Context: an optimization exercise on an open-source flow, tuned for small area. The choices shown serve that exercise and are no tape-out recipe.
In this exercise RTL edits were held to simulation tests only and were not proved equivalent to the original.
The clock port is modelled as an ideal driver, which makes a skipped or thinned clock tree look cheaper than it is; a real chip needs a root buffer or a tree.
No activity file was given, so power comes from the tool's default toggle rates.

==> 10-05: inputs <==
==> flow/design.v <==
module TENBASET_TxD(clk20, rst, Ethernet_TDp, Ethernet_TDm, DataIN, win);
input clk20;
input rst;
input [7:0] DataIN;           
output Ethernet_TDp, Ethernet_TDm;
output win;                   
reg [17:0] cnt; always @(posedge clk20) if(rst) cnt <= 18'h000DD; else cnt <= cnt + 1'b1;
reg s1, s2;
always @(posedge clk20) if(rst) begin s1 <= 0; s2 <= 0; end else if(&cnt) begin s1 <= 1'b1; s2 <= s1; end
assign win = (cnt[6:0] == 7'd94);
wire [13:0] m = cnt[17:4];    
wire [2:0]  b = cnt[3:1];     
reg [7:0] pay; always @(posedge clk20) if(cnt[3:0] == 4'd14) pay <= DataIN;
localparam [511:0] HDR = 512'h0000C805000400040200A8C02C00A8C092B3118000000000DC0500450008907856341200C2C7E0E82400D5555555555555550000000000000000000000000000;
wire hdrbit = HDR[{m[5:0], b}];
wire in_hdr   = (m < 14'd64);
wire in_ctl   = (m >= 14'd18) && (m < 14'd22);      
wire in_crc   = (m >= 14'd22) && (m < 14'd1536);       
wire in_flush = (m >= 14'd1536);
wire databit  = in_hdr ? hdrbit : pay[b];
localparam [31:0] CTL = 32'hC1E29990;
reg [31:0] CRC;
wire cin = in_crc ? (databit ^ CRC[31]) : (in_ctl & CTL[{m[1:0], b}]);
always @(posedge clk20) if(~cnt[0]) CRC <= {CRC[30:0], 1'b0} ^ ({32{cin}} & 32'h04C11DB7);
wire frame = s1 & (cnt >= 18'h000E0) & (cnt < 18'h06040);
wire txbit = in_flush ? ~CRC[31] : databit;
wire pulse = (~s1 & ((cnt == 18'h200DD) | (cnt == 18'h200DE)))
           | (s1 & ~s2 & ((cnt == 18'h000DD) | (cnt == 18'h000DE)))
           | (s1 & (cnt >= 18'h06040) & (cnt <= 18'h06045))
           | (s1 & ((cnt == 18'h2603E) | (cnt == 18'h2603F)));
reg Ethernet_TDp, Ethernet_TDm;
always @(posedge clk20)
  if(rst) begin Ethernet_TDp <= 0; Ethernet_TDm <= 0; end
  else if(frame) begin
    if(~cnt[0]) begin Ethernet_TDp <= ~txbit; Ethernet_TDm <= txbit; end
    else begin Ethernet_TDp <= Ethernet_TDm; Ethernet_TDm <= Ethernet_TDp; end
  end
  else begin Ethernet_TDp <= pulse; Ethernet_TDm <= 1'b0; end
endmodule
module dvd(clk20, rst, Ethernet_TDp, Ethernet_TDm , DataIN );
input clk20;
input rst;
input [7:0] DataIN ;
output Ethernet_TDp,Ethernet_TDm;
wire win;
reg [14:0] ACCADD;
reg [7:0] ACC;
always @(posedge clk20) begin
  ACCADD <= (win ? 15'd0 : ACCADD) + DataIN;
  if (win) ACC <= ACCADD[14:7];
end
TENBASET_TxD trn_inst(clk20, rst, Ethernet_TDp, Ethernet_TDm, ACC, win);
endmodule
==> flow/flow/run.sh <==
#!/bin/bash
# Own layout flow: the standard synthesis, then the combinational logic is
# mapped again by ABC for area (registers untouched), then the standard ORFS
# steps with small port buffers and a clock fed by 3 buffers (flow/cts_pre.tcl).
set -euo pipefail
W=$(pwd)
R=$W/orfs/results/sky130hd/dvd/base
LIB=$FLOW_HOME/platforms/sky130hd/lib/sky130_fd_sc_hd__tt_025C_1v80.lib
bash standard.sh synth > $W/log_synth.txt 2>&1
cp $R/1_2_yosys.v $W/std_synth.v
LIB=$LIB IN=$W/std_synth.v OUT=$R/1_2_yosys.v SCR=$W/flow/area.abc yosys -c $W/flow/reopt.tcl > $W/log_reopt.txt 2>&1
rm -f $R/1_synth.odb $R/1_synth.sdc
bash standard.sh "BUFFER_PORTS_ARGS=-buffer_cell sky130_fd_sc_hd__buf_1" "PRE_CTS_TCL=$W/flow/cts_pre.tcl" "CLK_GROUPS=3" "CLK_BUF=sky130_fd_sc_hd__clkbuf_16" finish > $W/log_finish.txt 2>&1
==> flow/flow/area.abc <==
strash; &get -n; &deepsyn -T 300; &put; strash; dch -f; map -a; strash; dch -f; map -a; strash; dch -f; map -a; topo
==> flow/flow/cts_pre.tcl <==
# Clock distribution without a tree: the flip-flops are split into a few
# groups by position (k-means) and one clock buffer at each group's centre
# drives that group's clock pins; the clock port drives only these buffers.
# Replaces clock_tree_synthesis in ORFS's cts.tcl.
set block [ord::get_db_block]
set dbu [$block getDefUnits]
set k $::env(CLK_GROUPS)
set pts {}
foreach inst [$block getInsts] {
  set it [$inst findITerm CLK]
  if {$it == "NULL"} { continue }
  set bb [$inst getBBox]
  lappend pts [list [expr {([$bb xMin] + [$bb xMax]) / 2.0 / $dbu}] [expr {([$bb yMin] + [$bb yMax]) / 2.0 / $dbu}] [$inst getName]]
}
set pts [lsort -real -index 0 $pts]
set n [llength $pts]
# start from k slices along x, then refine
set cen {}
for {set j 0} {$j < $k} {incr j} {
  set p [lindex $pts [expr {int(($j + 0.5) * $n / $k)}]]
  lappend cen [list [lindex $p 0] [lindex $p 1]]
}
for {set it 0} {$it < 50} {incr it} {
  set grp {}
  for {set j 0} {$j < $k} {incr j} { lappend grp {} }
  foreach p $pts {
    set best 0; set bd 1e30
    for {set j 0} {$j < $k} {incr j} {
      set c [lindex $cen $j]
      set d [expr {abs([lindex $p 0] - [lindex $c 0]) + abs([lindex $p 1] - [lindex $c 1])}]
      if {$d < $bd} { set bd $d; set best $j }
    }
    lset grp $best [concat [lindex $grp $best] [list $p]]
  }
  set cen {}
  foreach g $grp {
    set sx 0; set sy 0
    foreach p $g { set sx [expr {$sx + [lindex $p 0]}]; set sy [expr {$sy + [lindex $p 1]}] }
    set m [llength $g]
    if {$m == 0} { lappend cen {0 0} } else { lappend cen [list [expr {$sx / $m}] [expr {$sy / $m}]] }
  }
}
set j 0
foreach g $grp c $cen {
  if {[llength $g] == 0} { continue }
  set pins {}
  foreach p $g { lappend pins [get_pins "[lindex $p 2]/CLK"] }
  puts "clock buffer $j at $c for [llength $g] flip-flops"
  set b [insert_buffer -buffer_cell $::env(CLK_BUF) -net clk20 -load_pins $pins -location $c -buffer_name clkbuf_g$j -net_name clknet_g$j]
  [[[$block findInst [get_full_name $b]] findITerm X] getNet] setSigType CLOCK
  incr j
}
proc clock_tree_synthesis {args} {
  set_propagated_clock [all_clocks]
}
==> flow/flow/reopt.tcl <==
# Re-map the combinational cells of a mapped netlist with ABC; flip-flops stay as they are.
yosys -import
set lib $::env(LIB)
read_liberty -ignore_miss_func $lib
read_verilog $::env(IN)
hierarchy -top dvd
foreach m {dfxtp_1 dfxtp_2 dfxtp_4 edfxtp_1 dfrtp_1 dfrtp_2 dfrtp_4 dfstp_1 dfstp_2 dfstp_4 dfxbp_1 dfxbp_2 conb_1} { catch { blackbox sky130_fd_sc_hd__$m } }
flatten
opt -purge
abc -liberty $lib -dont_use *lpflow* -dont_use *probe* -script $::env(SCR)
opt_clean -purge
hilomap -singleton -hicell sky130_fd_sc_hd__conb_1 HI -locell sky130_fd_sc_hd__conb_1 LO
tee -o $::env(OUT).stat stat -liberty $lib
write_verilog -noattr -nohex -nodec $::env(OUT)
==> flow/standard.sh <==
#!/bin/bash
# synth_recipe.tcl (not shown) runs the flow's synth.tcl, then flattens the netlist and writes it again
# the make line also repeats each setting of config.mk as NAME=value (left out here)
make -C /OpenROAD-flow-scripts/flow DESIGN_CONFIG=/design/flow/config.mk WORK_HOME=/design/flow/orfs CLKGATE_MAP_FILE= SYNTH_SCRIPT=/design/flow/synth_recipe.tcl "${@:-finish}"
==> flow/config.mk <==
export PLATFORM = sky130hd
export DESIGN_NAME = dvd
export DESIGN_NICKNAME = dvd
export VERILOG_FILES = /design/flow/design.v
export SDC_FILE = /design/flow/constraint.sdc
export NUM_CORES = 4
export LEC_CHECK = 0
export CAP_MARGIN = 20
export CORE_MARGIN = 2
export CORE_UTILIZATION = 40
export SLEW_MARGIN = 20
==> flow/constraint.sdc <==
create_clock -name core_clock -period 10.0 [get_ports {clk20}]
set_input_delay 2.0000 -clock core_clock [delete_from_list [all_inputs] [get_ports {clk20}]]
set_output_delay 2.0000 -clock core_clock [all_outputs]
set_load 0.01 [all_outputs]
==> 11-21 (differences from 10-05) <==
==> flow/design.v (replaced) <==
module TENBASET_TxD(clk20, rst, Ethernet_TDp, Ethernet_TDm, DataIN, win);
input clk20;
input rst;
input [7:0] DataIN;           
output Ethernet_TDp, Ethernet_TDm;
output win;                   
reg [17:0] cnt; always @(posedge clk20) if(rst) cnt <= 18'h3FFFD; else cnt <= cnt + 1'b1;
reg s1, s2;
always @(posedge clk20) if(rst) begin s1 <= 0; s2 <= 0; end else if(&cnt) begin s1 <= 1'b1; s2 <= s1; end
assign win = (cnt[6:0] == 7'd126);
wire [13:0] m = cnt[17:4];    
wire [2:0]  b = cnt[3:1];     
reg [7:0] pay; always @(posedge clk20) if(cnt[3:0] == 4'd14) pay <= DataIN;
localparam [399:0] HDR = 400'h0000C805000400040200A8C02C00A8C092B3118000000000DC0500450008907856341200C2C7E0E82400D555555555555555;
wire hdrbit = HDR[{m[5:0], b}];
wire in_hdr   = (m < 14'd50);
wire in_crc   = (m >= 14'd8)  && (m < 14'd1522);    
wire in_ctl   = (m >= 14'd4)  && (m < 14'd8);       
wire in_flush = (m >= 14'd1522);
wire databit  = in_hdr ? hdrbit : pay[b];
localparam [31:0] CTL = 32'h9990C1E2;
reg [31:0] CRC;
wire cin = in_crc ? (databit ^ CRC[31]) : (in_ctl & CTL[{m[1:0], b}]);
always @(posedge clk20) if(~cnt[0]) CRC <= {CRC[30:0], 1'b0} ^ ({32{cin}} & 32'h04C11DB7);
wire frame = s2 & (cnt < 18'h05F60);
wire txbit = in_flush ? ~CRC[31] : databit;
wire pulse = (s2 & (cnt >= 18'h05F60) & (cnt <= 18'h05F65))
           | (s1 & ~s2 & ((cnt[16:0] == 17'h1FFFD) | (cnt[16:0] == 17'h1FFFE)))
           | (s2 & (cnt[17:1] == 17'h12FAF));
reg Ethernet_TDp, Ethernet_TDm;
always @(posedge clk20)
  if(rst) begin Ethernet_TDp <= 0; Ethernet_TDm <= 0; end
  else if(frame) begin
    if(~cnt[0]) begin Ethernet_TDp <= ~txbit; Ethernet_TDm <= txbit; end
    else begin Ethernet_TDp <= Ethernet_TDm; Ethernet_TDm <= Ethernet_TDp; end
  end
  else begin Ethernet_TDp <= pulse; Ethernet_TDm <= 1'b0; end
endmodule
module dvd(clk20, rst, Ethernet_TDp, Ethernet_TDm , DataIN );
input clk20;
input rst;
input [7:0] DataIN ;
output Ethernet_TDp,Ethernet_TDm;
wire win;
reg [14:0] ACCADD;
reg [7:0] ACC;
always @(posedge clk20) begin
  ACCADD <= (win ? 15'd0 : ACCADD) + DataIN;
  if (win) ACC <= ACCADD[14:7];
end
TENBASET_TxD trn_inst(clk20, rst, Ethernet_TDp, Ethernet_TDm, ACC, win);
endmodule
==> flow/flow/run.sh (replaced) <==
#!/bin/bash
# Own layout flow: the standard synthesis, then the combinational logic is
# mapped again by ABC for area (registers untouched), then the standard ORFS
# steps with small port buffers and a lighter clock tree.
set -euo pipefail
W=$(pwd)
R=$W/orfs/results/sky130hd/dvd/base
LIB=$FLOW_HOME/platforms/sky130hd/lib/sky130_fd_sc_hd__tt_025C_1v80.lib
bash standard.sh synth > $W/log_synth.txt 2>&1
cp $R/1_2_yosys.v $W/std_synth.v
LIB=$LIB IN=$W/std_synth.v OUT=$R/1_2_yosys.v SCR=$W/flow/area.abc yosys -c $W/flow/reopt.tcl > $W/log_reopt.txt 2>&1
rm -f $R/1_synth.odb $R/1_synth.sdc
bash standard.sh "BUFFER_PORTS_ARGS=-buffer_cell sky130_fd_sc_hd__buf_1" "CTS_ARGS=-sink_clustering_enable -repair_clock_nets -dont_use_dummy_load" finish > $W/log_finish.txt 2>&1
==> flow/flow/area.abc (replaced) <==
strash; dch -f; map -a; strash; dch -f; map -a; topo
removed: flow/flow/cts_pre.tcl
==> comparison <==
- Against 11-21, the power of 10-05 is lower by 12%.
- Of 11-21 and 10-05, 11-21 has the higher clock power (gap 38%, measured against 10-05).
- In 11-21 the sequential share of layout area is lower than in 10-05, by 2.8 points.
- In core utilization, 10-05 and 11-21 hardly differ.
- In flip-flop and latch count, 11-21 and 10-05 do not differ.
- Of 10-05 and 11-21, 10-05 has the higher worst hold slack (gap 11 ps).
- Between 10-05 and 11-21, the lower register-to-register slack is in 11-21 (gap 980 ps).
- In 10-05 the global-route usage is lower than in 11-21, by 2.5 points.
The clock cells of 10-05 come from the design's own scripts or RTL, not from TritonCTS.

## re-timing with driven ports
No port has a modelled driver above. Below, the same layouts with a new extraction and two added sets of constraints.
Step 1 sets driving cells, clkbuf_16 on the clock port and buf_2 on the other inputs (assumed; they add their load-dependent delay and slew).
Step 2 times the ports against the registers' clock, not the clock port: input delays grow and output delays shrink by t, the midpoint of the rising clock arrivals with the driver on.
a / b / c = ideal / step 1 / step 2; a / b = the first two.
run	t, ns	slack for setup (ns)	cell pins on the clock port's net
10-05	0.222	4.805 / 4.848 / 4.626	3
11-21	0.367	5.181 / 5.181 / 5.181	1
After both steps setup and hold are still met in every run listed. The setup slack of 10-05, which loses most, moves by +0.043 ns with the drivers and by -0.179 ns with both steps.
